This design comes from an exercise in tuning for small area on the open sky130 flow, not from production work.
At most, simulation tests tie the RTL to the original design; equivalence was not proved.
Only the layout flow was run in runs 4 and 5; the RTL was not checked for function there.
Power figures rest on the tool's default switching activity, not on a simulated workload.

## flow/config.mk

```make
export PLATFORM = sky130hd
export DESIGN_NAME = vgacontrol
export DESIGN_NICKNAME = vgacontrol
export VERILOG_FILES = /design/flow/design.v
export SDC_FILE = /design/flow/constraint.sdc
export NUM_CORES = 4
export LEC_CHECK = 0
export CAP_MARGIN = 20
export CORE_MARGIN = 2
export CORE_UTILIZATION = 40
export CTS_BUF_LIST = sky130_fd_sc_hd__clkbuf_16
export CTS_CLUSTER_DIAMETER = 80
export CTS_CLUSTER_SIZE = 30
export PLACE_DENSITY = 0.6
export SLEW_MARGIN = 20
```

## flow/constraint.sdc

```tcl
create_clock -name core_clock -period 10.0 [get_ports {PCLK}]
set_input_delay 2.0000 -clock core_clock [delete_from_list [all_inputs] [get_ports {PCLK}]]
set_output_delay 2.0000 -clock core_clock [all_outputs]
set_load 0.01 [all_outputs]
```

## flow/design.v

```verilog
module vgacontrol(
input PCLK,
input PRESERN,
input PSEL,
input PENABLE,
output wire PREADY,
output wire PSLVERR,
input PWRITE,
input [31:0] PADDR,
input wire [31:0] PWDATA,
output reg [31:0] PRDATA,
output HS,
output VS,
output reg vga_R,
output reg vga_G,
output reg vga_B,
input SW,
input SW2,
input SW3
);
assign PSLVERR = 1'b0;
assign PREADY = 1'b1;
reg [31:0] player1, player2, whichplayer;
reg [1:0] wcls;
wire a_hi = (PADDR[11:8] == 4'h1) & (PADDR[7:5] == 3'b000) & (PADDR[1:0] == 2'b00);
wire a100 = a_hi & (PADDR[4:2] == 3'd0);
wire a104 = a_hi & (PADDR[4:2] == 3'd1);
wire a108 = a_hi & (PADDR[4:2] == 3'd2);
wire a10C = a_hi & (PADDR[4:2] == 3'd3);
wire a114 = a_hi & (PADDR[4:2] == 3'd5);
wire a118 = a_hi & (PADDR[4:2] == 3'd6);
wire wr = PSEL & PENABLE & PWRITE;
wire w_hi0 = (PWDATA[31:2] == 30'd0);
wire [1:0] wcls_new = w_hi0 ? PWDATA[1:0] : 2'd3;
wire db1, db2, db3;
always @(posedge PCLK) begin
    if (!PRESERN) begin
        player1 <= 32'd0;
        player2 <= 32'd0;
        whichplayer <= 32'd0;
        wcls <= 2'd0;
    end else if (wr) begin
        if (a104) player1 <= PWDATA;
        if (a108) player2 <= PWDATA;
        if (a114) whichplayer <= PWDATA;
        if (a118) wcls <= wcls_new;
    end
end
always @(posedge PCLK) begin
    if (!PRESERN)
        PRDATA <= 32'd0;
    else if (a100)
        PRDATA <= {31'd0, db1};
    else if (a104)
        PRDATA <= player1;
    else if (a108)
        PRDATA <= player2;
    else if (a10C)
        PRDATA <= {31'd0, db2};
    else if (a114)
        PRDATA <= whichplayer;
    else if (a118)
        PRDATA <= {31'd0, db3};
end
debounce d1(PCLK, PRESERN, SW, db1);
debounce d2(PCLK, PRESERN, SW2, db2);
debounce d3(PCLK, PRESERN, SW3, db3);
reg [1:0] pc;
reg [19:0] fl;
reg flash, half, quarter;
wire fl_wrap = (fl == 20'hD55FF);
always @(posedge PCLK) begin
    if (!PRESERN) begin
        pc <= 2'd0;
        fl <= 20'd0;
        flash <= 1'b0;
        half <= 1'b0;
        quarter <= 1'b0;
    end else begin
        pc <= pc + 2'd1;
        fl <= fl_wrap ? 20'd0 : {~fl[18:0], fl[19] ^ fl[16]};
        if (fl_wrap) begin
            flash <= ~flash;
            if (!flash) begin
                half <= ~half;
                if (!half) quarter <= ~quarter;
            end
        end
    end
end
wire tick = ~pc[1] & pc[0];
reg [9:0] CounterX;
reg [8:0] CounterY;
reg vHS, vVS, inDisplayArea;
wire xmax = (CounterX == 10'h2FF);
always @(posedge PCLK) begin
    if (!PRESERN) begin
        CounterX <= 10'd0;
        CounterY <= 9'd0;
        vHS <= 1'b0;
        vVS <= 1'b0;
        inDisplayArea <= 1'b0;
    end else if (tick) begin
        CounterX <= xmax ? 10'd0 : CounterX + 10'd1;
        if (xmax) CounterY <= CounterY + 9'd1;
        vHS <= (CounterX[9:4] == 6'h2D);
        vVS <= (CounterY == 9'd500);
        if (!inDisplayArea) inDisplayArea <= xmax && (CounterY < 9'd480);
        else inDisplayArea <= !(CounterX == 10'd639);
    end
end
assign HS = ~vHS;
assign VS = ~vVS;
wire [6:0] X = CounterX[9:3];
wire [5:0] Y = CounterY[8:3];
wire border = (X == 7'd0) | (X == 7'd79) | (X == 7'd39) | (X == 7'd40) | (Y == 6'd0) | (Y == 6'd60);
wire sT = (Y >= 22) & (Y < 24);
wire sB = (Y >= 38) & (Y < 40);
wire sM = (Y >= 30) & (Y < 32);
wire sU = (Y >= 22) & (Y < 32);
wire sL = (Y >= 30) & (Y < 40);
wire sA = (Y >= 22) & (Y < 40);
wire [6:0] sg1, sg2;
wire tm1, tm2;
segdec sd1(player1, sg1, tm1);
segdec sd2(player2, sg2, tm2);
wire p1F = tm1 ? ((X >= 21) & (X < 29)) : ((X >= 16) & (X < 24));
wire p1L = tm1 ? ((X >= 21) & (X < 23)) : ((X >= 16) & (X < 18));
wire p1R = tm1 ? ((X >= 27) & (X < 29)) : ((X >= 22) & (X < 24));
wire p1O = tm1 & (X >= 11) & (X < 13);
wire p2F = tm2 ? ((X >= 61) & (X < 69)) : ((X >= 56) & (X < 64));
wire p2L = tm2 ? ((X >= 61) & (X < 63)) : ((X >= 56) & (X < 58));
wire p2R = tm2 ? ((X >= 67) & (X < 69)) : ((X >= 62) & (X < 64));
wire p2O = tm2 & (X >= 51) & (X < 53);
wire sc1 = (sT & p1F & sg1[0]) | (sB & p1F & sg1[1]) | (sU & p1L & sg1[2]) | (sL & p1L & sg1[3]) |
           (sU & p1R & sg1[4]) | (sL & p1R & sg1[5]) | (sM & p1F & sg1[6]) | (sA & p1O);
wire sc2 = (sT & p2F & sg2[0]) | (sB & p2F & sg2[1]) | (sU & p2L & sg2[2]) | (sL & p2L & sg2[3]) |
           (sU & p2R & sg2[4]) | (sL & p2R & sg2[5]) | (sM & p2F & sg2[6]) | (sA & p2O);
wire scores = sc1 | sc2;
wire lab1, lab2;
labels lb(X, Y, lab1, lab2);
wire uline = (Y == 6'd12) & (whichplayer[0] ? ((X >= 43) & (X < 78)) : ((X >= 2) & (X < 38)));
wire wtxt, bigP, big1, big2;
winscreen ws(X, Y, wtxt, bigP, big1, big2);
wire win = wtxt & half;
wire pw1 = bigP | big1;
wire pw2 = bigP | big2;
wire wnz = (wcls != 2'd0);
wire wis1 = (wcls == 2'd1);
wire wis2 = (wcls == 2'd2);
wire base = border | scores;
wire R = wnz ? (win | (wis1 ? (pw1 | flash) : (~pw2 & flash))) : (base | lab1);
wire G = wnz ? (win | ((wis1 ? ~pw1 : ~pw2) & half)) : (base | uline);
wire B = wnz ? (win | (wis2 ? (pw2 | quarter) : (~pw1 & quarter))) : (base | lab2);
always @(posedge PCLK) begin
    if (!PRESERN) begin
        vga_R <= 1'b0;
        vga_G <= 1'b0;
        vga_B <= 1'b0;
    end else if (tick) begin
        vga_R <= R & inDisplayArea;
        vga_G <= G & inDisplayArea;
        vga_B <= B & inDisplayArea;
    end
end
endmodule
module segdec(input [31:0] n, output [6:0] sg, output tm);
    localparam [31:0] M1 = 32'h004FB7ED;
    localparam [31:0] M2 = 32'h0035B56D;
    localparam [31:0] M3 = 32'h005FCF73;
    localparam [31:0] M4 = 32'h005F1D47;
    localparam [31:0] M5 = 32'h0068779D;
    localparam [31:0] M6 = 32'h0070E7F9;
    localparam [31:0] M7 = 32'h000CF37C;
    wire nsmall = (n[31:5] == 27'd0);
    wire [4:0] k = n[4:0];
    assign tm = nsmall & (k >= 5'd10) & (k <= 5'd15);
    assign sg = {7{nsmall}} & {M7[k], M6[k], M5[k], M4[k], M3[k], M2[k], M1[k]};
endmodule
module labels(input [6:0] X, input [5:0] Y, output lab1, output lab2);
    wire T = (Y == 6'd2);
    wire M = (Y == 6'd6);
    wire B = (Y == 6'd10);
    wire U = (Y >= 2) & (Y <= 6);
    wire L = (Y >= 6) & (Y <= 10);
    function f4(input [6:0] X, input [6:0] x0); f4 = (X >= x0) & (X < x0 + 7'd4); endfunction
    function c1(input [6:0] X, input [6:0] x0); c1 = (X == x0); endfunction
    function lab(input [6:0] X, input T, input M, input B, input U, input L, input [6:0] x, input two);
        reg top, bot, mid, lt, lb, rt, rb;
        begin
            top = f4(X, x) | (two & f4(X, x+5)) | f4(X, x+12) | f4(X, x+17) | f4(X, x+22) | f4(X, x+27) | f4(X, x+32);
            bot = (two & f4(X, x+5)) | f4(X, x+12) | f4(X, x+17) | f4(X, x+22) | f4(X, x+32);
            mid = f4(X, x) | (two & f4(X, x+5)) | f4(X, x+12) | f4(X, x+32);
            lt = c1(X, x) | (~two & c1(X, x+5)) | c1(X, x+12) | c1(X, x+17) | c1(X, x+22) | c1(X, x+27) | c1(X, x+32);
            lb = c1(X, x) | c1(X, x+5) | c1(X, x+17) | c1(X, x+22) | c1(X, x+27) | c1(X, x+32);
            rt = c1(X, x+3) | (two & c1(X, x+8)) | c1(X, x+25);
            rb = c1(X, x+15) | c1(X, x+25);
            lab = (T & top) | (B & bot) | (M & mid) | (U & lt) | (L & lb) | (U & rt) | (L & rb);
        end
    endfunction
    assign lab1 = lab(X, T, M, B, U, L, 7'd2, 1'b0);
    assign lab2 = lab(X, T, M, B, U, L, 7'd42, 1'b1);
endmodule
module winscreen(input [6:0] X, input [5:0] Y, output wtxt, output bigP, output big1, output big2);
    function rng(input [6:0] v, input [6:0] lo, input [6:0] hi); rng = (v >= lo) & (v < hi); endfunction
    wire T = (Y >= 40) & (Y < 42);
    wire B = (Y >= 56) & (Y < 58);
    wire M = (Y >= 48) & (Y < 50);
    wire U = (Y >= 40) & (Y < 50);
    wire L = (Y >= 48) & (Y < 58);
    wire top = rng(X, 36, 44) | rng(X, 46, 54) | rng(X, 56, 64) | rng(X, 66, 74);
    wire bot = rng(X, 10, 18) | rng(X, 17, 25) | rng(X, 56, 64);
    wire mid = rng(X, 56, 64);
    wire lt = rng(X, 10, 12) | rng(X, 30, 32) | rng(X, 36, 38) | rng(X, 46, 48) | rng(X, 56, 58) | rng(X, 66, 68);
    wire lb = lt;
    wire rt = rng(X, 23, 25) | rng(X, 42, 44) | rng(X, 52, 54);
    wire rb = rng(X, 16, 18) | rng(X, 23, 25) | rng(X, 42, 44) | rng(X, 52, 54);
    assign wtxt = (T & top) | (B & bot) | (M & mid) | (U & lt) | (L & lb) | (U & rt) | (L & rb);
    wire PT = (Y >= 2) & (Y < 6);
    wire PB = (Y >= 34) & (Y < 38);
    wire PM = (Y >= 18) & (Y < 22);
    wire PU = (Y >= 2) & (Y < 22);
    wire PL = (Y >= 18) & (Y < 38);
    assign bigP = ((PT | PM) & rng(X, 22, 38)) | ((PU | PL) & rng(X, 22, 26)) | (PU & rng(X, 34, 38));
    assign big1 = (PU | PL) & rng(X, 46, 50);
    assign big2 = ((PT | PM | PB) & rng(X, 46, 62)) | (PL & rng(X, 46, 50)) | (PU & rng(X, 58, 62));
endmodule
module debounce(input clk, input rst, input PB_in, output reg PB_out);
    reg [16:0] cnt;
    reg [1:0] sync;
    always @(posedge clk)
        sync <= {sync[0], ~PB_in};
    wire idle = (PB_out == sync[1]);
    wire term = (cnt == 17'h0AA01);
    wire clear = !rst | idle | term;
    always @(posedge clk) begin
        cnt <= clear ? 17'd0 : {~cnt[15:0], cnt[16] ^ cnt[13]};
        if (!rst)
            PB_out <= 1'b0;
        else if (term)
            PB_out <= sync[1];
    end
endmodule
```

## flow/flow/run.sh

```bash
#!/bin/bash
# Own layout flow: the standard synthesis, then an area-oriented re-mapping of its
# combinational logic (every register kept as the standard synthesis made it, checked
# equivalent by SAT with the registers cut), then the standard layout with
# single-strength port buffers.
set -euo pipefail
WORK=$PWD
FLOWDIR=$WORK/flow
R=$WORK/orfs/results/$FLOW_PLATFORM/vgacontrol/base
YOSYS=$FLOW_HOME/../tools/install/yosys/bin/yosys
LIB=$FLOW_HOME/platforms/$FLOW_PLATFORM/lib/sky130_fd_sc_hd__tt_025C_1v80.lib

# 1. standard synthesis
bash standard.sh synth > $WORK/1_standard_synth.log 2>&1
cp $R/1_2_yosys.v $WORK/1_2_yosys_standard.v

# 2. re-map the combinational logic for area with a few ABC runs; flip-flops and tie cells
#    stay as they are
DU=$(sed -n '/DONT_USE_CELLS +=/,/^$/p' $FLOW_HOME/platforms/$FLOW_PLATFORM/config.mk | grep -o 'sky130_fd_sc_hd__[a-z0-9_]*' | sed 's/^/-dont_use /' | tr '\n' ' ')
NF="&dch -f; &nf -R 1000"
remap() {  # remap NAME ABC_SCRIPT
  echo "$2" > $WORK/remap_$1.abc
  cat > $WORK/remap_$1.ys <<EOY
read_liberty -ignore_miss_func $LIB
blackbox sky130_fd_sc_hd__df* sky130_fd_sc_hd__edf* sky130_fd_sc_hd__sdf* sky130_fd_sc_hd__conb_1
read_verilog $WORK/1_2_yosys_standard.v
hierarchy -top $FLOW_TOP
flatten
opt_clean
opt -fast
abc -liberty $LIB $DU -script $WORK/remap_$1.abc
opt_clean
setundef -zero
hilomap -singleton -hicell sky130_fd_sc_hd__conb_1 HI -locell sky130_fd_sc_hd__conb_1 LO
splitnets
opt_clean -purge
insbuf -buf sky130_fd_sc_hd__buf_4 A X
tee -o $WORK/remap_$1.stat stat -liberty $LIB
write_verilog -noattr -noexpr -nohex -nodec $WORK/remap_$1.v
EOY
  $YOSYS -q -l $WORK/2_remap_$1.log -s $WORK/remap_$1.ys > /dev/null 2>&1 || return 0
  # equivalence with the standard netlist, registers cut into ports at the same names
  python3 $FLOWDIR/cut.py $WORK/1_2_yosys_standard.v $WORK/eq_gold_$1.v 2>> $WORK/2_eq_$1.log
  python3 $FLOWDIR/cut.py $WORK/remap_$1.v $WORK/eq_gate_$1.v 2>> $WORK/2_eq_$1.log
  if $YOSYS -q -l $WORK/2_eq_$1.log -p "read_liberty -ignore_miss_func $LIB; read_verilog $WORK/eq_gold_$1.v; rename $FLOW_TOP gold; read_verilog $WORK/eq_gate_$1.v; rename $FLOW_TOP gate; flatten; opt_clean; miter -equiv -flatten -make_assert gold gate miter; hierarchy -top miter; sat -verify -prove-asserts miter" > /dev/null 2>&1; then
    awk '/Chip area/ {print $NF}' $WORK/remap_$1.stat > $WORK/remap_$1.area
  fi
  rm -f $WORK/eq_gold_$1.v $WORK/eq_gate_$1.v
}
remap s0 "strash; &get -n; &deepsyn -I 1 -J 20 -S 0; $NF; $NF; &put; topo" &
remap s1 "strash; &get -n; &deepsyn -I 1 -J 20 -S 1; $NF; $NF; &put; topo" &
remap s2 "strash; &get -n; &deepsyn -I 1 -J 20 -S 2; $NF; $NF; &put; topo" &
remap s3 "strash; &get -n; &deepsyn -I 1 -J 20 -S 3; $NF; &st; &deepsyn -I 1 -J 20 -S 3; $NF; $NF; &put; topo" &
wait
BEST=""
for f in $WORK/remap_*.area; do
  [ -s "$f" ] || continue
  a=$(cat $f); n=$(basename $f .area)
  echo "$n $a" >> $WORK/2_remap_choice.log
  if [ -z "$BEST" ] || awk -v a=$a -v b=$BESTA 'BEGIN{exit !(a<b)}'; then BEST=$n; BESTA=$a; fi
done
if [ -n "$BEST" ]; then
  echo "chosen $BEST $BESTA" >> $WORK/2_remap_choice.log
  cp $WORK/$BEST.v $R/1_2_yosys.v
  touch $R/1_2_yosys.v
else
  echo "no re-mapping proved equivalent; standard netlist kept" >> $WORK/2_remap_choice.log
fi

# 3. the standard layout from the chosen netlist, port buffers of the smallest size
export BUFFER_PORTS_ARGS="-buffer_cell sky130_fd_sc_hd__buf_1"
bash standard.sh > $WORK/3_standard_layout.log 2>&1
```

## flow/flow/cut.py

```python
import re,sys
# replace each flip-flop instance by ports: its Q becomes an input, its D/DE become outputs
src=open(sys.argv[1]).read()
m=re.search(r'module\s+(\w+)\s*\((.*?)\);',src,re.S)
newports=[];decls=[];assigns=[]
def repl(mm):
    cell,name,body=mm.group(1),mm.group(2),mm.group(3)
    pins=dict((p,n.strip()) for p,n in re.findall(r'\.(\w+)\(([^()]*)\)',body))
    key=re.sub(r'[^A-Za-z0-9_]','_',name.strip().lstrip('\\'))
    key=re.sub(r'_(S?DFF|DFFE|SDFFE|SDFFCE)\w*$','',key)
    for p,n in pins.items():
        if p in ('CLK',): continue
        if p in ('Q','Q_N'):
            pn=f'q_{key}_{p}'; newports.append(pn); decls.append(f'input {pn};'); assigns.append(f'assign {n} = {pn} ;')
        else:
            pn=f'o_{key}_{p}'; newports.append(pn); decls.append(f'output {pn};'); assigns.append(f'assign {pn} = {n} ;')
    return ''
body=re.sub(r'(sky130_fd_sc_hd__e?dfx\w+)\s+(\S+)\s*\((.*?)\);',repl,src,flags=re.S)
hdr=m.group(0)
newhdr=hdr[:-2]+(', ' if m.group(2).strip() else '')+', '.join(newports)+');'
body=body.replace(hdr,newhdr+'\n'+'\n'.join(decls),1)
body=body.replace('endmodule','\n'.join(assigns)+'\nendmodule',1)
open(sys.argv[2],'w').write(body)
print(len(newports),'ports added', file=sys.stderr)
```

## flow/standard.sh

```bash
#!/bin/bash
# synth_recipe.tcl (not shown) runs the flow's synth.tcl, then flattens the netlist and writes it again
# the make line also repeats each setting of config.mk as NAME=value (left out here)
make -C /OpenROAD-flow-scripts/flow DESIGN_CONFIG=/design/flow/config.mk WORK_HOME=/design/flow/orfs CLKGATE_MAP_FILE= SYNTH_SCRIPT=/design/flow/synth_recipe.tcl "${@:-finish}"
```

==> flow_summary.json, run 1 <==
{
  "cp_data_required_time_ns": 10.40,
  "yosysWarningCount": 4,
  "ctsHtreeMaxLevel": 1,
  "port-buffer-count": 88,
  "layout_common_cells": "240 x dfxtp_1, 115 x nor2_1, 112 x nand2_1",
  "final.setup.tns_ns": 0,
  "worst_slew_pin_slew_ns": 0.9145,
  "maxSlewHeadroom": 0.3890,
  "grt_pass1_wl_microns": 40110,
  "synth_nets": 1061,
  "synthCells": 989,
  "postCtsResizedCells": 0,
  "dr.pass1.iters": 9,
  "netlist_area_sq_mm": 0.009368,
  "start_kind": "input pin",
  "setup_viol": 0,
  "crit_fanout": 33,
  "nets": 1141,
  "skew_ns": 0.02657,
  "cts.sinks": 240,
  "fp.dieH_microns": 157.0,
  "hpwl_microns": 16400,
  "path_cells": "buf_1, nor4b_1, nand3_1, nor2_1, and3_1, buf_4, clkinv_1, nor2_2, buf_4, nor2b_2, buf_4, a22o_1",
  "wl_per_cell_microns": 17.83,
  "status": "finished clean",
  "final_common_cell": "dfxtp_1",
  "drc": 0,
  "period_share": 0.4544,
  "path_buf_inv": 5,
  "wl_microns": 24770,
  "avgSynthCellArea_sq_um": 9.472,
  "design.core.area_sq_mm": 0.02285,
  "post_cts_buffers": 0,
  "hp-class": "flip-flop to flip-flop",
  "grt_remaining_overflow": 0,
  "cts_hold_buf": 0,
  "initial_core_util": 0.4100,
  "die_w_microns": 157.0,
  "ir_drop_v": 0.0001073,
  "cpPeakStageDelay_ns": 0.38,
  "fmax_mhz": 220.1,
  "power_leakage_nw": 3.856,
  "final_antenna_net_count": 0,
  "fin_util": 0.4550,
  "clock_tree.buffer_depth": 3,
  "io_pins": 111,
  "cts_root_buf": "clkbuf_16",
  "path_clk_slew_ns": 0.11,
  "cp.arrival_ns": 4.94,
  "rsz0062_at_grt": "false",
  "antenna_found_initial": 0,
  "grt_max_degree": 53,
  "area_growth_pct": 10.97,
  "end_kind": "flip-flop",
  "routed-via-count": 7868,
  "n_fill_cell": 2251,
  "grt_pass1_vias": 7360,
  "power.density_mw_per_mm2": 159.7,
  "cts_tree": "yes",
  "viasPerCell": 5.665,
  "instances_no_fill": 1389,
  "critical_path.most_common_cell": "buf_4",
  "grt.total_usage": 0.2002,
  "place.gp.congestion": 0.9229,
  "drtIter0Drc": 848,
  "clk_latency_ns": 0.50,
  "cts_buffers": 13,
  "rows": 55,
  "maxCapViolations": 0,
  "n_antenna_cell": 0,
  "drive_gt1_frac": 0.03717,
  "cp_slowest_cell": "buf_4",
  "min_period_ns": 4.544,
  "design_area_sq_mm": 0.01040,
  "hold_ws_ns": 0.3418,
  "die_area_sq_mm": 0.02466,
  "report.final.slew_viol_count": 0,
  "place_inst": 1367,
  "path_delay_family": "simple AND/OR/NAND/NOR gates",
  "place_area_sq_mm": 0.009960,
  "finalHoldViolations": 0,
  "worstSetupPathType": "input pin to flip-flop"
}
sequential cells by signal, indices dropped and copies added, names as in the netlist, 2 cells and up:
name	count
pc	2
whichplayer	32
CounterY	9
d2.sync	2
player2	32
CounterX	10
d3.cnt	17
d1.cnt	17
PRDATA	32
d3.sync	2
player1	32
wcls	2
fl	20
d1.sync	2
d2.cnt	17
stage by stage:
| step | setup WS [ns] | power (mW) |
|---|---|---|
| finish | 5.456 | 1.660 |
| global route | 5.231 | 1.716 |
| CTS | 5.481 | 1.676 |
| detailed placement | 4.957 | 1.063 |
| global placement | 4.984 | 1.063 |
| floorplan | 3.925 | 1.032 |
path summary, 6_finish.rpt:
kind | from | endpoint | slack [ns] | cells after the start
max | PADDR[5] | player1[7] | 5.46 | 12
min | d2.sync[0] | d2.sync[1] | 0.34 | 0
max reg2reg | CounterY[6] | vga_G | 6.04 | 10
min reg2reg | d2.sync[0] | d2.sync[1] | 0.34 | 0
power breakdown:
group / switching (mW) / total (mW) / leakage [nW] / internal [mW]
clock network: 0.338 / 0.619 / 0.211 / 0.281
logic: 0.0365 / 0.0544 / 1.69 / 0.0179
registers: 0.0109 / 0.987 / 1.95 / 0.976
per-layer routing:
metal  GRT usage  routed length, microns  share of wire
met3     0.02395                    1387          0.056
met2      0.3204                   11130           0.45
met4     0.04589                     500          0.020
met5           0                       0              0
met1      0.2895                   11760           0.47
area by class of cell:
| cell class | count | area, sq um | area share |
|---|---|---|---|
| sequential | 240 | 4805 | 0.4622 |
| multi-input combinational | 704 | 4315 | 0.4151 |
| timing repair buffer | 97 | 399.1 | 0.03840 |
| tap | 313 | 391.6 | 0.03767 |
| clock buffer | 13 | 325.3 | 0.03130 |
| clock inverter | 9 | 110.1 | 0.01059 |
| inverter | 13 | 48.80 | 0.004694 |
==> run 2: changes to the inputs <==
--- a/flow/config.mk
+++ b/flow/config.mk
@@ -7,9 +7,9 @@
 export LEC_CHECK = 0
 export CAP_MARGIN = 20
 export CORE_MARGIN = 2
-export CORE_UTILIZATION = 40
+export CORE_UTILIZATION = 60
 export CTS_BUF_LIST = sky130_fd_sc_hd__clkbuf_16
 export CTS_CLUSTER_DIAMETER = 80
 export CTS_CLUSTER_SIZE = 30
-export PLACE_DENSITY = 0.6
+export PLACE_DENSITY = 0.75
 export SLEW_MARGIN = 20
==> run 2 against run 1 <==
Largest cell class unchanged. Still clean on timing, DRC and antenna. Routed wire length is 6.2% lower. Die area is 33% lower. Via count grew 1.7%. Area after synthesis is the same. Hold slack got worse by 0.0044 ns.
==> flow_summary.json, run 2 <==
{
  "hold-path-endpoint": "d2.sync[1]",
  "place_area_sq_mm": 0.009806,
  "cts_root_buf": "clkbuf_16",
  "drtIter0Drc": 861,
  "final_common_cell": "dfxtp_1",
  "grt_pass1_wl_microns": 37850,
  "cts_hold_buf": 0,
  "design_area_sq_mm": 0.01017,
  "rows": 45,
  "place.gp.congestion": 0.9762,
  "cts.sinks": 240,
  "hpwl_microns": 15510,
  "final.setup.tns_ns": 0,
  "wl_microns": 23240,
  "end_kind": "flip-flop",
  "final_antenna_net_count": 0,
  "wl_per_cell_microns": 18.46,
  "worstSetupStartpoint": "PADDR[5]",
  "ir_drop_v": 0.0001503,
  "antenna_found_initial": 0,
  "cts_buffers": 12,
  "die_w_microns": 129.0,
  "fmax_mhz": 220.2,
  "clock_tree.buffer_depth": 3,
  "skew_ns": 0.01336,
  "synth_nets": 1061,
  "hold_path_depth": 0,
  "hp-class": "flip-flop to flip-flop",
  "finalHoldViolations": 0,
  "viasPerCell": 6.357,
  "cp.arrival_ns": 4.92,
  "post_cts_buffers": 0,
  "area_growth_pct": 8.535,
  "nets": 1141,
  "r2r_end": "CounterY[8]",
  "period_share": 0.4541,
  "path_clk_slew_ns": 0.11,
  "crit_fanout": 33,
  "setup_viol": 0,
  "drc": 0,
  "drive_gt1_frac": 0.03361,
  "initial_core_util": 0.6162,
  "design.core.area_sq_mm": 0.01520,
  "dr.pass1.iters": 8,
  "ctsHtreeMaxLevel": 1,
  "r2r_slack_ns": 6.08,
  "start_kind": "input pin",
  "worst_slew_pin_slew_ns": 0.9188,
  "min_period_ns": 4.541,
  "port-buffer-count": 88,
  "layout_common_cells": "240 x dfxtp_1, 115 x nor2_1, 112 x nand2_1",
  "netlist_area_sq_mm": 0.009368,
  "synthCells": 989,
  "maxSlewHeadroom": 0.3862,
  "grt_remaining_overflow": 0,
  "maxCapViolations": 0,
  "power_leakage_nw": 3.825,
  "status": "finished clean",
  "timing.rr.start": "pc[0]",
  "cts_tree": "yes",
  "worstSetupPathType": "input pin to flip-flop",
  "grt_max_degree": 53,
  "die_area_sq_mm": 0.01663,
  "power.density_mw_per_mm2": 155.8,
  "grt_pass1_vias": 7442,
  "report.final.slew_viol_count": 0,
  "yosysWarningCount": 4,
  "rsz0062_at_grt": "false",
  "avgSynthCellArea_sq_um": 9.472,
  "io_pins": 111,
  "min-delay-start": "d2.sync[0]",
  "n_antenna_cell": 0,
  "postCtsResizedCells": 0,
  "grt.total_usage": 0.2799,
  "finalPower_mw": 1.584,
  "routed-via-count": 8004,
  "clk_latency_ns": 0.48,
  "fp.dieH_microns": 129.0,
  "cp_data_required_time_ns": 10.38,
  "reg2regPathDepth": 13
}
==> run 2: critical path: stages <==
cell and delay, ns:
buf_1 0.08, nor4b_1 0.29, nand3_1 0.28, nor2_1 0.31, and3_1 0.20, buf_4 0.37, clkinv_1 0.14, nor2_2 0.12
buf_4 0.39, nor2b_2 0.25, buf_4 0.27, a22o_1 0.21
==> run 2: how the worst max path moves through the flow <==
stage | end | slack [ns]
floorplan | player2[0] | 3.92
global placement | player1[26] | 5.04
detailed placement | player1[14] | 4.99
CTS | player1[24] | 5.48
global route | player1[24] | 5.21
finish | player1[24] | 5.46
==> run 2: routing by layer <==
layer | routed length, microns | part of all wire | vias to the layer above | GRT usage
met5 | 0 | 0 | - | 0
li1 | - | - | 3857 | -
met1 | 10260 | 0.44 | 3745 | 0.3929
met4 | 579 | 0.025 | 0 | 0.08120
met3 | 1801 | 0.078 | 50 | 0.04033
met2 | 10600 | 0.46 | 352 | 0.4519
==> run 2: cell type report <==
| class | instances | area, sq um |
|---|---|---|
| Tap cell | 188 | 235.2 |
| Timing Repair Buffer | 98 | 406.6 |
| Clock inverter | 3 | 36.28 |
| Clock buffer | 13 | 325.3 |
| Multi-Input combinational cell | 704 | 4310 |
| Fill cell | 1286 | 5035 |
| Sequential cell | 240 | 4805 |
| Inverter | 13 | 48.80 |
==> run 2: report_power, final <==
part           internal [mW]  switching [mW]
Sequential             0.976          0.0110
Combinational         0.0179          0.0362
Clock                  0.243           0.300
==> run 2: stage by stage <==
stage,hold WS [ns],setup WS (ns),utilization,cells
after CTS,0.3389,5.482,0.6688,1259
after detailed placement,0.3135,4.993,0.6450,1243
after global routing,0.3419,5.213,0.6688,1259
after floorplan,0.3096,3.925,-,989
after global placement,0.3146,5.039,0.6450,1243
final,0.3374,5.459,0.6688,1259
==> run 3: changes to the inputs <==
--- a/flow/config.mk
+++ b/flow/config.mk
@@ -8,8 +8,8 @@
 export CAP_MARGIN = 20
 export CORE_MARGIN = 2
 export CORE_UTILIZATION = 60
-export CTS_BUF_LIST = sky130_fd_sc_hd__clkbuf_16
-export CTS_CLUSTER_DIAMETER = 80
-export CTS_CLUSTER_SIZE = 30
+export CTS_BUF_LIST = sky130_fd_sc_hd__clkbuf_8
+export CTS_CLUSTER_DIAMETER = 50
+export CTS_CLUSTER_SIZE = 20
 export PLACE_DENSITY = 0.75
 export SLEW_MARGIN = 20
==> run 3 against run 2 <==
Global-route usage grew 0.21 points. Setup slack gained 0.063 ns. Non-clock buffer count is the same. Clock power grew 17%. Critical endpoint is now player1[14]. Sequential power is essentially flat. First-iteration DRC count shrank 2.8%.
==> flow_summary.json, run 3 <==
{
  "post_cts_buffers": 0,
  "fp.dieH_microns": 129.0,
  "crit_fanout": 33,
  "rsz0062_at_grt": "false",
  "cts_buffers": 21,
  "area_growth_pct": 10.00,
  "wl_microns": 23360,
  "cp.arrival_ns": 4.92,
  "design.core.area_sq_mm": 0.01520,
  "cts.sinks": 240,
  "die_w_microns": 129.0,
  "finalPower_mw": 1.674,
  "maxSlewHeadroom": 0.3842,
  "antenna_found_initial": 0,
  "drc": 0,
  "die_area_sq_mm": 0.01663,
  "maxCapViolations": 0,
  "instances_no_fill": 1280,
  "report.final.slew_viol_count": 0,
  "setup_viol": 0,
  "critical_path.most_common_cell": "buf_4",
  "end_kind": "flip-flop",
  "yosysWarningCount": 4,
  "fin_ws_ns": 5.522,
  "ctsHtreeMaxLevel": 1,
  "drtIter0Drc": 837,
  "clock_tree.buffer_depth": 3,
  "grt_max_degree": 53,
  "final.setup.tns_ns": 0,
  "drive_gt1_frac": 0.05220,
  "path_clk_slew_ns": 0.11,
  "skew_ns": 0.01818,
  "grt_pass1_vias": 7526,
  "regArea_sq_mm": 0.004805,
  "hp-class": "flip-flop to flip-flop",
  "cts_tree": "yes",
  "layout_common_cells": "240 x dfxtp_1, 115 x nor2_1, 112 x nand2_1",
  "cts_hold_buf": 0,
  "final_antenna_net_count": 0,
  "io_pins": 111,
  "fmax_mhz": 223.3,
  "grt.total_usage": 0.2820,
  "multi_input_comb_area_sq_mm": 0.004310,
  "postCtsResizedCells": 0,
  "min_period_ns": 4.478,
  "hpwl_microns": 15510,
  "synthCells": 989,
  "initial_core_util": 0.6162,
  "cp_data_required_time_ns": 10.44,
  "netlist_area_sq_mm": 0.009368,
  "grt_pass1_wl_microns": 38110,
  "ir_drop_v": 0.0001529,
  "period_share": 0.4478,
  "final_common_cell": "dfxtp_1",
  "worstSetupPathType": "input pin to flip-flop",
  "place.gp.congestion": 0.9762,
  "nets": 1150,
  "rows": 45,
  "cpPeakStageDelay_ns": 0.39,
  "clk_latency_ns": 0.55,
  "viasPerCell": 6.359,
  "dr.pass1.iters": 6,
  "place_inst": 1243,
  "status": "finished clean",
  "dp_slack_ns": 4.993,
  "cp_slowest_cell": "buf_4",
  "n_fill_cell": 1265,
  "synth_nets": 1061,
  "n_antenna_cell": 0,
  "grt_remaining_overflow": 0,
  "cts_root_buf": "clkbuf_8",
  "power_leakage_nw": 3.901,
  "path_cells": "buf_1, nor4b_1, nand3_1, nor2_1, and3_1, buf_4, clkinv_1, nor2_2, buf_4, nor2b_2, buf_4, a22o_1",
  "wl_per_cell_microns": 18.25,
  "power.density_mw_per_mm2": 162.4,
  "finalHoldViolations": 0,
  "port-buffer-count": 88,
  "start_kind": "input pin",
  "routed-via-count": 8139,
  "avgSynthCellArea_sq_um": 9.472,
  "worst_slew_pin_slew_ns": 0.9218
}
[run 3: worst paths after layout]
kind	start	to	slack, ns	depth (start not counted)
setup / recovery	PADDR[5]	player1[14]	5.52	12
hold / removal	d2.sync[0]	d2.sync[1]	0.34	0
setup reg to reg	pc[0]	CounterY[8]	6.07	13
hold reg to reg	d2.sync[0]	d2.sync[1]	0.34	0
[run 3: metal layers]
layer	up-vias	part of all wire	track usage
met3	56	0.082	0.05239
met1	3828	0.44	0.3924
met5	-	0	0
met2	359	0.45	0.4448
li1	3896	-	-
met4	0	0.029	0.09399
[run 3: area by class of cell]
cell class / count / share of cell area
Timing Repair Buffer: 98 / 0.03946
Sequential cell: 240 / 0.4662
Clock buffer: 23 / 0.03072
Inverter: 13 / 0.004735
Clock inverter: 14 / 0.01773
Tap cell: 188 / 0.02283
Multi-Input combinational cell: 704 / 0.4183
[run 3: through the flow]
step                hold WS [ns]  area (sq um)  utilization
finish                    0.3427         10300       0.6779
global route              0.3463         10300       0.6779
CTS                       0.3419         10300       0.6779
detailed placement        0.3135          9806       0.6450
global placement          0.3146          9806       0.6450
floorplan                 0.3096          9368            -
[run 3: critical path: cells and delay by family]
family | cells | cell delay (ns)
compound gates | 1 | 0.20
buf+inv | 5 | 1.26
simple gates | 6 | 1.44
[run 3: power breakdown]
group          switching, mW  internal [mW]
Combinational         0.0360         0.0179
Sequential            0.0110          0.976
Clock                  0.365          0.267
==> run 4: changes to the inputs <==
--- a/flow/design.v
+++ b/flow/design.v
@@ -65,19 +65,19 @@
 debounce d1(PCLK, PRESERN, SW, db1);
 debounce d2(PCLK, PRESERN, SW2, db2);
 debounce d3(PCLK, PRESERN, SW3, db3);
-reg [1:0] pc;
+reg [4:0] q5;
 reg [19:0] fl;
 reg flash, half, quarter;
 wire fl_wrap = (fl == 20'hD55FF);
 always @(posedge PCLK) begin
     if (!PRESERN) begin
-        pc <= 2'd0;
+        q5 <= 5'd2;
         fl <= 20'd0;
         flash <= 1'b0;
         half <= 1'b0;
         quarter <= 1'b0;
     end else begin
-        pc <= pc + 2'd1;
+        q5 <= q5 + 5'd1;
         fl <= fl_wrap ? 20'd0 : {~fl[18:0], fl[19] ^ fl[16]};
         if (fl_wrap) begin
             flash <= ~flash;
@@ -88,20 +88,21 @@
         end
     end
 end
-wire tick = ~pc[1] & pc[0];
-reg [9:0] CounterX;
+wire tick = q5[1] & q5[0];
+reg [6:0] cxh;
+wire [9:0] CounterX = {cxh, q5[4:2]};
 reg [8:0] CounterY;
 reg vHS, vVS, inDisplayArea;
 wire xmax = (CounterX == 10'h2FF);
 always @(posedge PCLK) begin
     if (!PRESERN) begin
-        CounterX <= 10'd0;
+        cxh <= 7'd0;
         CounterY <= 9'd0;
         vHS <= 1'b0;
         vVS <= 1'b0;
         inDisplayArea <= 1'b0;
     end else if (tick) begin
-        CounterX <= xmax ? 10'd0 : CounterX + 10'd1;
+        if (q5[4:2] == 3'd7) cxh <= xmax ? 7'd0 : cxh + 7'd1;
         if (xmax) CounterY <= CounterY + 9'd1;
         vHS <= (CounterX[9:4] == 6'h2D);
         vVS <= (CounterY == 9'd500);
@@ -120,25 +121,35 @@
 wire sU = (Y >= 22) & (Y < 32);
 wire sL = (Y >= 30) & (Y < 40);
 wire sA = (Y >= 22) & (Y < 40);
-wire [6:0] sg1, sg2;
-wire tm1, tm2;
-segdec sd1(player1, sg1, tm1);
-segdec sd2(player2, sg2, tm2);
-wire p1F = tm1 ? ((X >= 21) & (X < 29)) : ((X >= 16) & (X < 24));
-wire p1L = tm1 ? ((X >= 21) & (X < 23)) : ((X >= 16) & (X < 18));
-wire p1R = tm1 ? ((X >= 27) & (X < 29)) : ((X >= 22) & (X < 24));
-wire p1O = tm1 & (X >= 11) & (X < 13);
-wire p2F = tm2 ? ((X >= 61) & (X < 69)) : ((X >= 56) & (X < 64));
-wire p2L = tm2 ? ((X >= 61) & (X < 63)) : ((X >= 56) & (X < 58));
-wire p2R = tm2 ? ((X >= 67) & (X < 69)) : ((X >= 62) & (X < 64));
-wire p2O = tm2 & (X >= 51) & (X < 53);
-wire sc1 = (sT & p1F & sg1[0]) | (sB & p1F & sg1[1]) | (sU & p1L & sg1[2]) | (sL & p1L & sg1[3]) |
-           (sU & p1R & sg1[4]) | (sL & p1R & sg1[5]) | (sM & p1F & sg1[6]) | (sA & p1O);
-wire sc2 = (sT & p2F & sg2[0]) | (sB & p2F & sg2[1]) | (sU & p2L & sg2[2]) | (sL & p2L & sg2[3]) |
-           (sU & p2R & sg2[4]) | (sL & p2R & sg2[5]) | (sM & p2F & sg2[6]) | (sA & p2O);
-wire scores = sc1 | sc2;
-wire lab1, lab2;
-labels lb(X, Y, lab1, lab2);
+wire ph = q5[0];
+wire we1 = wr & a104;
+wire [4:0] p1_next_lo = {5{PRESERN}} & (we1 ? PWDATA[4:0] : player1[4:0]);
+wire p1_small = (player1[31:5] == 27'd0);
+wire p2_small = (player2[31:5] == 27'd0);
+wire pw_small = (PWDATA[31:5] == 27'd0);
+wire p1_next_small = ~PRESERN | (we1 ? pw_small : p1_small);
+wire [4:0] k_sel = ph ? player2[4:0] : p1_next_lo;
+wire small_sel = ph ? p2_small : p1_next_small;
+wire [6:0] sg;
+wire tm;
+segdec sd(k_sel, small_sel, sg, tm);
+wire [3:0] xh = ph ? (X[6:3] - 4'd5) : X[6:3];
+wire [6:0] Xs = {xh, X[2:0]};
+wire pF = tm ? ((Xs >= 21) & (Xs < 29)) : ((Xs >= 16) & (Xs < 24));
+wire pL = tm ? ((Xs >= 21) & (Xs < 23)) : ((Xs >= 16) & (Xs < 18));
+wire pR = tm ? ((Xs >= 27) & (Xs < 29)) : ((Xs >= 22) & (Xs < 24));
+wire pO = tm & (Xs >= 11) & (Xs < 13);
+wire sc = (sT & pF & sg[0]) | (sB & pF & sg[1]) | (sU & pL & sg[2]) | (sL & pL & sg[3]) |
+          (sU & pR & sg[4]) | (sL & pR & sg[5]) | (sM & pF & sg[6]) | (sA & pO);
+reg sc1_q;
+always @(posedge PCLK) sc1_q <= sc;
+wire scores = sc1_q | sc;
+wire lab_s, lab2;
+labels lb(Xs, Y, ph, lab_s);
+reg lab1_q;
+always @(posedge PCLK) lab1_q <= lab_s;
+wire lab1 = lab1_q;
+assign lab2 = lab_s;
 wire uline = (Y == 6'd12) & (whichplayer[0] ? ((X >= 43) & (X < 78)) : ((X >= 2) & (X < 38)));
 wire wtxt, bigP, big1, big2;
 winscreen ws(X, Y, wtxt, bigP, big1, big2);
@@ -164,7 +175,7 @@
     end
 end
 endmodule
-module segdec(input [31:0] n, output [6:0] sg, output tm);
+module segdec(input [4:0] k, input nsmall, output [6:0] sg, output tm);
     localparam [31:0] M1 = 32'h004FB7ED;
     localparam [31:0] M2 = 32'h0035B56D;
     localparam [31:0] M3 = 32'h005FCF73;
@@ -172,12 +183,10 @@
     localparam [31:0] M5 = 32'h0068779D;
     localparam [31:0] M6 = 32'h0070E7F9;
     localparam [31:0] M7 = 32'h000CF37C;
-    wire nsmall = (n[31:5] == 27'd0);
-    wire [4:0] k = n[4:0];
     assign tm = nsmall & (k >= 5'd10) & (k <= 5'd15);
     assign sg = {7{nsmall}} & {M7[k], M6[k], M5[k], M4[k], M3[k], M2[k], M1[k]};
 endmodule
-module labels(input [6:0] X, input [5:0] Y, output lab1, output lab2);
+module labels(input [6:0] X, input [5:0] Y, input two, output lab_o);
     wire T = (Y == 6'd2);
     wire M = (Y == 6'd6);
     wire B = (Y == 6'd10);
@@ -198,8 +207,7 @@
             lab = (T & top) | (B & bot) | (M & mid) | (U & lt) | (L & lb) | (U & rt) | (L & rb);
         end
     endfunction
-    assign lab1 = lab(X, T, M, B, U, L, 7'd2, 1'b0);
-    assign lab2 = lab(X, T, M, B, U, L, 7'd42, 1'b1);
+    assign lab_o = lab(X, T, M, B, U, L, 7'd2, two);
 endmodule
 module winscreen(input [6:0] X, input [5:0] Y, output wtxt, output bigP, output big1, output big2);
     function rng(input [6:0] v, input [6:0] lo, input [6:0] hi); rng = (v >= lo) & (v < hi); endfunction
==> flow/config.mk (replaced) <==
export PLATFORM = sky130hd
export DESIGN_NAME = vgacontrol
export DESIGN_NICKNAME = vgacontrol
export VERILOG_FILES = /design/flow/design.v
export SDC_FILE = /design/flow/constraint.sdc
export NUM_CORES = 4
export LEC_CHECK = 0
export CAP_MARGIN = 0
export CORE_MARGIN = 2
export CORE_UTILIZATION = 40
export CTS_BUF_LIST = sky130_fd_sc_hd__clkbuf_16
export CTS_CLUSTER_DIAMETER = 80
export CTS_CLUSTER_SIZE = 30
export PLACE_DENSITY = 0.6
export SLEW_MARGIN = 0
==> run 4 against run 3 <==
Sequential share of layout area grew 0.93 points. Routed wire length grew 0.79%. Area after synthesis shrank 2.4%. Utilization shrank 23 points. Critical endpoint is now vga_B. Global-route usage shrank 9.0 points.
==> flow_summary.json, run 4 <==
{
  "status": "finished clean",
  "die_w_microns": 155.2,
  "grt_remaining_overflow": 0,
  "wl_microns": 23550,
  "period_share": 0.7073,
  "power_leakage_nw": 3.865,
  "fin_ws_ns": 2.927,
  "cts.sinks": 242,
  "grt_max_degree": 54,
  "hpwl_microns": 15480,
  "critical_path.most_common_cell": "nor2_1",
  "synthCells": 958,
  "rows": 55,
  "clk_latency_ns": 0.50,
  "yosysWarningCount": 4,
  "multi_input_comb_area_sq_mm": 0.004029,
  "cp.arrival_ns": 7.46,
  "avgSynthCellArea_sq_um": 9.541,
  "final_common_cell": "dfxtp_1",
  "viasPerCell": 5.733,
  "die_area_sq_mm": 0.02407,
  "path_clk_slew_ns": 0.10,
  "path_delay_family": "simple AND/OR/NAND/NOR gates",
  "power.density_mw_per_mm2": 168.4,
  "r2r_end": "vga_B",
  "post_cts_buffers": 0,
  "hp-class": "flip-flop to flip-flop",
  "routed-via-count": 7630,
  "port-buffer-count": 88,
  "wl_per_cell_microns": 17.69,
  "worstSetupStartpoint": "PADDR[5]",
  "cp.depth": 24,
  "setup_viol": 0,
  "clock_tree.buffer_depth": 3,
  "path_buf_inv": 3,
  "final.setup.tns_ns": 0,
  "worst_slew_pin_slew_ns": 1.142,
  "final_antenna_net_count": 0,
  "cts_buffers": 14,
  "skew_ns": 0.02783,
  "maxCapViolations": 0,
  "ctsHtreeMaxLevel": 1,
  "dr.pass1.iters": 5,
  "cpPeakStageDelay_ns": 0.70,
  "finalHoldViolations": 0,
  "postCtsResizedCells": 0,
  "fp.dieH_microns": 155.2,
  "netlist_area_sq_mm": 0.009140,
  "initial_core_util": 0.4062,
  "n_fill_cell": 2178,
  "finalPower_mw": 1.715,
  "area_growth_pct": 11.46,
  "timing.rr.start": "cxh[3]",
  "cts_root_buf": "clkbuf_16",
  "crit_fanout": 34,
  "grt.total_usage": 0.1916,
  "r2r_slack_ns": 6.28,
  "end_kind": "flip-flop",
  "place.gp.congestion": 0.8720,
  "drc": 0,
  "min_period_ns": 7.073,
  "report.final.slew_viol_count": 0,
  "drtIter0Drc": 759,
  "cp-endpoint": "vga_B",
  "start_kind": "input pin",
  "cp_slowest_cell": "and2_2",
  "cts_tree": "yes",
  "io_pins": 111,
  "ir_drop_v": 0.00008187,
  "cp_data_required_time_ns": 10.39,
  "min-delay-start": "d3.sync[0]",
  "grt_pass1_vias": 7117,
  "design.core.area_sq_mm": 0.02250,
  "worstSetupPathType": "input pin to flip-flop",
  "dp_slack_ns": 2.452,
  "nets": 1112,
  "regArea_sq_mm": 0.004845,
  "fmax_mhz": 141.4,
  "drive_gt1_frac": 0.03923,
  "maxSlewHeadroom": 0.2371,
  "antenna_found_initial": 2,
  "rsz0062_at_grt": "false",
  "path_cells": "buf_1, nor4b_1, and3_1, nand2_1, nor2_1, and2_2, nor2b_2, buf_4, nor2b_2, buf_4, a22oi_1, nor2_1, a21oi_1, and2_0, nor2_1, a21oi_1, a31oi_1, a41oi_1, nor2_1, a31oi_1, a21oi_1, nor3_1, a221oi_1, a21o_1",
  "synth_nets": 1030,
  "cts_hold_buf": 0,
  "layout_common_cells": "242 x dfxtp_1, 116 x nand2_1, 109 x nor2_1",
  "reg2regPathDepth": 16,
  "grt_pass1_wl_microns": 37610
}
==> run 4: layer usage <==
metal	vias to the layer above	global-route usage	part of all wire
met5	-	0	0.00068
met4	2	0.05556	0.026
met3	40	0.02981	0.060
met2	270	0.3084	0.44
met1	3611	0.2669	0.47
li1	3707	-	-
==> run 4: report_power, final <==
group / internal, mW / switching (mW) / total, mW
logic: 0.0233 / 0.0472 / 0.0705
registers: 0.984 / 0.0126 / 0.997
clock network: 0.295 / 0.353 / 0.648
==> run 4: area by class of cell <==
| class | count | area share |
|---|---|---|
| timing repair buffer | 98 | 0.03992 |
| antenna | 1 | 0.0002456 |
| inverter | 15 | 0.005527 |
| clock buffer | 15 | 0.03685 |
| tap | 285 | 0.03500 |
| multi-input combinational | 669 | 0.3955 |
| clock inverter | 6 | 0.01142 |
| sequential | 242 | 0.4756 |
==> run 4: worst min path at each step <==
| stage | endpoint | cells past startpoint |
|---|---|---|
| floorplan | d1.sync[1] | 0 |
| global placement | d1.sync[1] | 0 |
| detailed placement | d1.sync[1] | 0 |
| CTS | d3.sync[1] | 0 |
| global route | d3.sync[1] | 0 |
| finish | d3.sync[1] | 0 |
==> run 4: stage by stage <==
| stage | util | std cells | area [sq um] | hold WS [ns] |
|---|---|---|---|---|
| 4_1_cts | 0.4526 | 1330 | 10180 | 0.3366 |
| 2_1_floorplan | - | 958 | 9140 | 0.3096 |
| 3_5_place_dp | 0.4307 | 1309 | 9693 | 0.3121 |
| 3_3_place_gp | 0.4307 | 1309 | 9693 | 0.3125 |
| 6_report | 0.4527 | 1331 | 10190 | 0.3328 |
| 5_1_grt | 0.4526 | 1330 | 10180 | 0.3382 |
==> run 5: changes to the inputs <==
==> flow/config.mk (replaced) <==
export PLATFORM = sky130hd
export DESIGN_NAME = vgacontrol
export DESIGN_NICKNAME = vgacontrol
export VERILOG_FILES = /design/flow/design.v
export SDC_FILE = /design/flow/constraint.sdc
export NUM_CORES = 4
export LEC_CHECK = 0
export CAP_MARGIN = 20
export CORE_MARGIN = 2
export CORE_UTILIZATION = 60
export CTS_BUF_LIST = sky130_fd_sc_hd__clkbuf_16
export CTS_CLUSTER_DIAMETER = 80
export CTS_CLUSTER_SIZE = 30
export PLACE_DENSITY = 0.75
export SLEW_MARGIN = 20
==> run 5 against run 4 <==
Highest routed layer unchanged. Die area down 33%. Via count is 1.5% lower. Largest cell class unchanged. Register-to-register slack about the same. First-iteration DRC count increased by 20%.
==> flow_summary.json, run 5 <==
{
  "status": "finished clean",
  "worstSetupStartpoint": "PADDR[5]",
  "finalPower_mw": 1.612,
  "cp-endpoint": "vga_G",
  "yosysWarningCount": 4,
  "n_antenna_cell": 0,
  "wl_microns": 21240,
  "synthCells": 958,
  "maxSlewHeadroom": 0.3734,
  "place_area_sq_mm": 0.009570,
  "fp.dieH_microns": 127.4,
  "dr.pass1.iters": 5,
  "reg2regPathDepth": 16,
  "drive_gt1_frac": 0.03554,
  "routed-via-count": 7519,
  "ir_drop_v": 0.0001999,
  "cts_hold_buf": 0,
  "dp_slack_ns": 3.025,
  "avgSynthCellArea_sq_um": 9.541,
  "hpwl_microns": 13960,
  "maxCapViolations": 0,
  "cp_data_required_time_ns": 10.37,
  "fin_ws_ns": 3.522,
  "setup_viol": 0,
  "cts.sinks": 242,
  "final.setup.tns_ns": 0,
  "drc": 0,
  "clock_tree.buffer_depth": 3,
  "post_cts_buffers": 0,
  "finalHoldViolations": 0,
  "start_kind": "input pin",
  "period_share": 0.6478,
  "nets": 1111,
  "port-buffer-count": 88,
  "worst_slew_pin_slew_ns": 0.9386,
  "report.final.slew_viol_count": 0,
  "power.density_mw_per_mm2": 162.4,
  "layout_common_cells": "242 x dfxtp_1, 116 x nand2_1, 109 x nor2_1",
  "critical_path.most_common_cell": "nor2_1",
  "rsz0062_at_grt": "false",
  "grt_pass1_vias": 6949,
  "rows": 45,
  "path_clk_slew_ns": 0.11,
  "initial_core_util": 0.6080,
  "die_area_sq_mm": 0.01624,
  "final_common_cell": "dfxtp_1",
  "crit_fanout": 32,
  "area_growth_pct": 8.652,
  "place.gp.congestion": 0.9192,
  "grt_pass1_wl_microns": 34430,
  "cp_slowest_cell": "nor2b_2",
  "timing.rr.start": "cxh[3]",
  "instances_no_fill": 1229,
  "die_w_microns": 127.4,
  "path_cells": "buf_1, nor4b_1, and3_1, nand2_1, nor2_1, and2_1, buf_4, nor2b_2, nor2b_2, a22oi_1, nor2_1, a21oi_1, and2_0, nor2_1, a21oi_1, a31oi_1, a41oi_1, nor2_1, a31oi_1, a21oi_1, nor3_1, o21ai_0, a22o_1",
  "power_leakage_nw": 3.802,
  "multi_input_comb_area_sq_mm": 0.004020,
  "cpPeakStageDelay_ns": 0.59,
  "drtIter0Drc": 909,
  "r2r_end": "vga_G",
  "r2r_slack_ns": 6.29,
  "wl_per_cell_microns": 17.28,
  "place_inst": 1213,
  "n_fill_cell": 1269,
  "cts_tree": "yes",
  "postCtsResizedCells": 0,
  "hold_ws_ns": 0.3208,
  "cts_root_buf": "clkbuf_16",
  "ctsHtreeMaxLevel": 1,
  "design.core.area_sq_mm": 0.01503,
  "min_period_ns": 6.478,
  "hp-class": "flip-flop to flip-flop",
  "design_area_sq_mm": 0.009931,
  "cp.arrival_ns": 6.85,
  "clk_latency_ns": 0.48,
  "netlist_area_sq_mm": 0.009140,
  "final_antenna_net_count": 0,
  "antenna_found_initial": 1,
  "fin_util": 0.6606,
  "viasPerCell": 6.118,
  "grt_max_degree": 54,
  "end_kind": "flip-flop",
  "synth_nets": 1030,
  "grt.total_usage": 0.2549,
  "worstSetupPathType": "input pin to flip-flop",
  "cts_buffers": 12,
  "fmax_mhz": 154.4,
  "regArea_sq_mm": 0.004845,
  "io_pins": 111,
  "skew_ns": 0.02298,
  "grt_remaining_overflow": 0
}
-- run 5: cell count changes in the layout (fill, tap and decap cells not counted), sizes merged --
cell and delta:
diode -1, clkinv -5, clkinvlp +2, clkbuf -2, buf +1
-- run 5: worst min path at each step --
stage                           from  cells after the start  slack, ns    endpoint
after global routing      d2.sync[0]                      0       0.34  d2.sync[1]
after floorplan           d1.sync[0]                      0       0.31  d1.sync[1]
final                     d2.sync[0]                      0       0.32  d2.sync[1]
after detailed placement  d2.sync[0]                      0       0.31  d2.sync[1]
after CTS                 d2.sync[0]                      0       0.33  d2.sync[1]
after global placement    d3.sync[0]                      0       0.31  d3.sync[1]
-- run 5: area by class of cell --
type	instances	area share
Sequential cell	242	0.4878
Multi-Input combinational cell	669	0.4048
Timing Repair Buffer	99	0.04170
Clock buffer	13	0.03276
Tap cell	188	0.02369
Inverter	15	0.005670
Clock inverter	3	0.003528
-- run 5: power by group --
part | internal, mW | total [mW] | switching, mW
sequential | 0.984 | 0.999 | 0.0148
clock | 0.242 | 0.547 | 0.304
combinational | 0.0230 | 0.0666 | 0.0435
total | 1.25 | 1.61 | 0.363
-- run 5: layer usage --
layer,GRT usage,wire (microns)
met5,0,12
met2,0.4149,9772
met1,0.3535,9740
met3,0.03936,1210
met4,0.07498,498
-- run 5: worst max-delay path: cells and delay by family --
family / cells / cell delay (ns)
AND/OR/NAND/NOR: 12 / 2.60
AO/OA/AOI/OAI: 9 / 1.81
buffers and inverters: 2 / 0.44
==> run 6: changes to the inputs <==
--- a/flow/design.v
+++ b/flow/design.v
@@ -30,7 +30,7 @@
 wire a114 = a_hi & (PADDR[4:2] == 3'd5);
 wire a118 = a_hi & (PADDR[4:2] == 3'd6);
 wire wr = PSEL & PENABLE & PWRITE;
-wire w_hi0 = (PWDATA[31:2] == 30'd0);
+wire w_hi0 = (PWDATA[31:5] == 27'd0) & (PWDATA[4:2] == 3'd0);
 wire [1:0] wcls_new = w_hi0 ? PWDATA[1:0] : 2'd3;
 wire db1, db2, db3;
 always @(posedge PCLK) begin
@@ -66,19 +66,22 @@
 debounce d2(PCLK, PRESERN, SW2, db2);
 debounce d3(PCLK, PRESERN, SW3, db3);
 reg [4:0] q5;
-reg [19:0] fl;
+reg [6:0] cxh;
+wire [9:0] CounterX = {cxh, q5[4:2]};
+reg [8:0] CounterY;
+wire fl_wrap = (q5 == 5'b00001) & (cxh[4:0] == 5'd0) &
+               (((cxh[6:5] == 2'b00) & (CounterY == 9'd0)) |
+                ((cxh[6:5] == 2'b10) & (CounterY == 9'd170)) |
+                ((cxh[6:5] == 2'b01) & (CounterY == 9'd341)));
 reg flash, half, quarter;
-wire fl_wrap = (fl == 20'hD55FF);
 always @(posedge PCLK) begin
     if (!PRESERN) begin
         q5 <= 5'd2;
-        fl <= 20'd0;
         flash <= 1'b0;
         half <= 1'b0;
         quarter <= 1'b0;
     end else begin
         q5 <= q5 + 5'd1;
-        fl <= fl_wrap ? 20'd0 : {~fl[18:0], fl[19] ^ fl[16]};
         if (fl_wrap) begin
             flash <= ~flash;
             if (!flash) begin
@@ -89,9 +92,6 @@
     end
 end
 wire tick = q5[1] & q5[0];
-reg [6:0] cxh;
-wire [9:0] CounterX = {cxh, q5[4:2]};
-reg [8:0] CounterY;
 reg vHS, vVS, inDisplayArea;
 wire xmax = (CounterX == 10'h2FF);
 always @(posedge PCLK) begin
@@ -124,10 +124,14 @@
 wire ph = q5[0];
 wire we1 = wr & a104;
 wire [4:0] p1_next_lo = {5{PRESERN}} & (we1 ? PWDATA[4:0] : player1[4:0]);
-wire p1_small = (player1[31:5] == 27'd0);
-wire p2_small = (player2[31:5] == 27'd0);
 wire pw_small = (PWDATA[31:5] == 27'd0);
+wire we2 = wr & a108;
 wire p1_next_small = ~PRESERN | (we1 ? pw_small : p1_small);
+reg p1_small, p2_small;
+always @(posedge PCLK) begin
+    p1_small <= p1_next_small;
+    p2_small <= ~PRESERN | (we2 ? pw_small : p2_small);
+end
 wire [4:0] k_sel = ph ? player2[4:0] : p1_next_lo;
 wire small_sel = ph ? p2_small : p1_next_small;
 wire [6:0] sg;
--- a/flow/flow/run.sh
+++ b/flow/flow/run.sh
@@ -67,6 +67,8 @@
   echo "no re-mapping proved equivalent; standard netlist kept" >> $WORK/2_remap_choice.log
 fi
 
-# 3. the standard layout from the chosen netlist, port buffers of the smallest size
+# 3. the standard layout from the chosen netlist, port buffers of the smallest size and
+#    a clock tree without dummy balancing loads
 export BUFFER_PORTS_ARGS="-buffer_cell sky130_fd_sc_hd__buf_1"
+export CTS_ARGS="-sink_clustering_enable -repair_clock_nets -sink_clustering_size ${CTS_SIZE:-36} -sink_clustering_max_diameter ${CTS_DIAM:-60} -buf_list sky130_fd_sc_hd__clkbuf_16 -dont_use_dummy_load"
 bash standard.sh > $WORK/3_standard_layout.log 2>&1
==> run 6 against run 5 <==
Non-clock buffer count unchanged. Clock power about the same. Register-to-register slack improved by 0.41 ns. Routed wire length decreased by 4.7%. Critical path depth unchanged. Final cell count decreased by 4.7%. Sequential share of layout area decreased by 1.1 points. Setup slack got worse by 0.090 ns. Sequential power decreased by 8.4%. Sequential cell count decreased by 18. Synthesized cell count decreased by 5.1%. Clock skew increased by 0.029 ns. Critical path type unchanged. Critical endpoint unchanged.
==> flow_summary.json, run 6 <==
{
  "status": "finished clean",
  "min_period_ns": 6.568,
  "report.final.slew_viol_count": 0,
  "dr.pass1.iters": 8,
  "reg2regPathDepth": 14,
  "ctsHtreeMaxLevel": 1,
  "grt_max_degree": 44,
  "yosysWarningCount": 4,
  "grt_remaining_overflow": 0,
  "power.density_mw_per_mm2": 161.5,
  "path_buf_inv": 4,
  "finalHoldViolations": 0,
  "path_clk_slew_ns": 0.08,
  "cp_data_required_time_ns": 10.32,
  "fmax_mhz": 152.3,
  "hold_path_depth": 0,
  "cpPeakStageDelay_ns": 0.38,
  "cp_slowest_cell": "buf_4",
  "dp_slack_ns": 3.116,
  "final_common_cell": "dfxtp_1",
  "drtIter0Drc": 669,
  "design.core.area_sq_mm": 0.01393,
  "post_cts_buffers": 0,
  "die_area_sq_mm": 0.01527,
  "path_delay_family": "simple AND/OR/NAND/NOR gates",
  "grt.total_usage": 0.2593,
  "fin_ws_ns": 3.432,
  "area_growth_pct": 9.523,
  "final_antenna_net_count": 0,
  "avgSynthCellArea_sq_um": 9.438,
  "port-buffer-count": 88,
  "n_fill_cell": 1225,
  "clk_latency_ns": 0.48,
  "io_pins": 111,
  "place.gp.congestion": 0.9673,
  "synth_nets": 981,
  "start_kind": "input pin",
  "period_share": 0.6568,
  "multi_input_comb_area_sq_mm": 0.003812,
  "layout_common_cells": "224 x dfxtp_1, 108 x nand2_1, 93 x nor2_1, 93 x a22o_1, 88 x buf_1",
  "crit_fanout": 34,
  "wl_per_cell_microns": 17.28,
  "hpwl_microns": 13050,
  "fp.dieH_microns": 123.6,
  "wl_microns": 20230,
  "maxSlewHeadroom": 0.4413,
  "grt_pass1_vias": 6536,
  "skew_ns": 0.05152,
  "cts.sinks": 224,
  "rows": 43,
  "ir_drop_v": 0.0001755,
  "die_w_microns": 123.6,
  "cts_tree": "yes",
  "rsz0062_at_grt": "false",
  "cts_buffers": 15,
  "cp.depth": 23,
  "drc": 0,
  "place_inst": 1156,
  "clock_tree.buffer_depth": 3,
  "nets": 1065,
  "n_antenna_cell": 0,
  "antenna_found_initial": 0,
  "final.setup.tns_ns": 0,
  "grt_pass1_wl_microns": 32110,
  "worstSetupPathType": "input pin to flip-flop",
  "maxCapViolations": 0,
  "instances_no_fill": 1171,
  "viasPerCell": 6.232,
  "cp.arrival_ns": 6.89,
  "initial_core_util": 0.6157,
  "hp-class": "flip-flop to flip-flop",
  "cts_root_buf": "clkbuf_16",
  "worst_slew_pin_slew_ns": 0.8361,
  "power_leakage_nw": 3.521,
  "path_cells": "buf_1, nor3_1, nand4b_1, or3_1, nand2b_1, nor3_2, buf_4, nor2b_2, buf_4, a22oi_1, o21ai_0, and2_0, nor2_1, o21ai_0, o2111ai_1, a22oi_1, o21ai_0, a21oi_1, a31oi_1, clkinv_1, nor3_1, o21ai_0, a22o_1",
  "regArea_sq_mm": 0.004484,
  "cts_hold_buf": 0,
  "netlist_area_sq_mm": 0.008579,
  "drive_gt1_frac": 0.03633,
  "postCtsResizedCells": 0,
  "setup_viol": 0,
  "routed-via-count": 7298,
  "end_kind": "flip-flop",
  "synthCells": 909,
  "critical_path.most_common_cell": "o21ai_0"
}
-- run 6: cell type report --
cell class,instances,share of cell area
Inverter,23,0.009188
Clock buffer,15,0.03995
Multi-Input combinational cell,630,0.4057
Tap cell,180,0.02397
Sequential cell,224,0.4772
Timing Repair Buffer,99,0.04394
-- run 6: metal layers --
metal,GRT usage,vias up,part of all wire
li1,-,3549,-
met1,0.3558,3457,0.46
met2,0.4258,257,0.46
met3,0.03526,35,0.058
met4,0.08168,0,0.021
met5,0,-,0
-- run 6: worst paths after layout --
| path | slack (ns) | to | start |
|---|---|---|---|
| setup reg to reg | 6.70 | vga_G | q5[0] |
| setup / recovery | 3.43 | vga_G | PADDR[5] |
| hold reg to reg | 0.33 | d3.sync[1] | d3.sync[0] |
| hold / removal | 0.33 | d3.sync[1] | d3.sync[0] |
-- run 6: worst reg2reg max path, stage by stage (launching register included) --
cell	delay [ns]
dfxtp_1	0.31
buf_4	0.29
o21ai_0	0.33
and2_0	0.31
nor2_1	0.19
o21ai_0	0.12
o2111ai_1	0.20
a22oi_1	0.10
o21ai_0	0.19
a21oi_1	0.10
a31oi_1	0.16
clkinv_1	0.11
nor3_1	0.35
o21ai_0	0.22
a22o_1	0.22
-- run 6: report_power, final --
group	total, mW	internal (mW)	switching (mW)
clock	0.545	0.267	0.278
combinational	0.0571	0.0179	0.0392
sequential	0.915	0.907	0.00874
total	1.52	1.19	0.326
-- run 6: metrics by stage --
stage	utilization	total power, mW	hold slack, ns	area [sq um]
after detailed placement	0.6474	0.9928	0.3146	9021
after global placement	0.6474	0.9917	0.3128	9021
final	0.6743	1.518	0.3322	9397
after CTS	0.6743	1.531	0.3345	9397
after floorplan	-	0.9616	0.3096	8579
after global routing	0.6743	1.568	0.3413	9397

==> separate check: timing with driven ports <==
The flow's constraints put no driver on any port. The routed layouts listed below were extracted and timed again, unchanged, in two steps.
Step 1 sets driving cells, clkbuf_16 on the clock port and buf_2 on the other inputs (assumed; they add their load-dependent delay and slew).
Step 2, shift: input delay + t, output delay - t, t = (earliest + latest rising clock arrival at the registers) / 2. This alone moves slack from input paths to output paths.
a / b / c = ideal / step 1 / step 2; a / b = the first two.
run	shift t [ns]	setup slack, ns	worst slew at a driven data input, ns
run 1	0.536	5.456 / 5.476 / 4.940	0.05
run 2	0.520	5.459 / 5.486 / 4.967	0.05
run 3	0.589	5.522 / 5.545 / 4.956	0.05
run 4	0.530	2.927 / 2.949 / 2.418	0.06
run 5	0.509	3.522 / 3.543 / 3.034	0.07
run 6	0.510	3.432 / 3.455 / 2.945	0.06
After both steps every run listed still meets setup and hold. The setup slack of run 3, which loses most, moves by +0.023 ns with the drivers and by -0.566 ns with both steps.
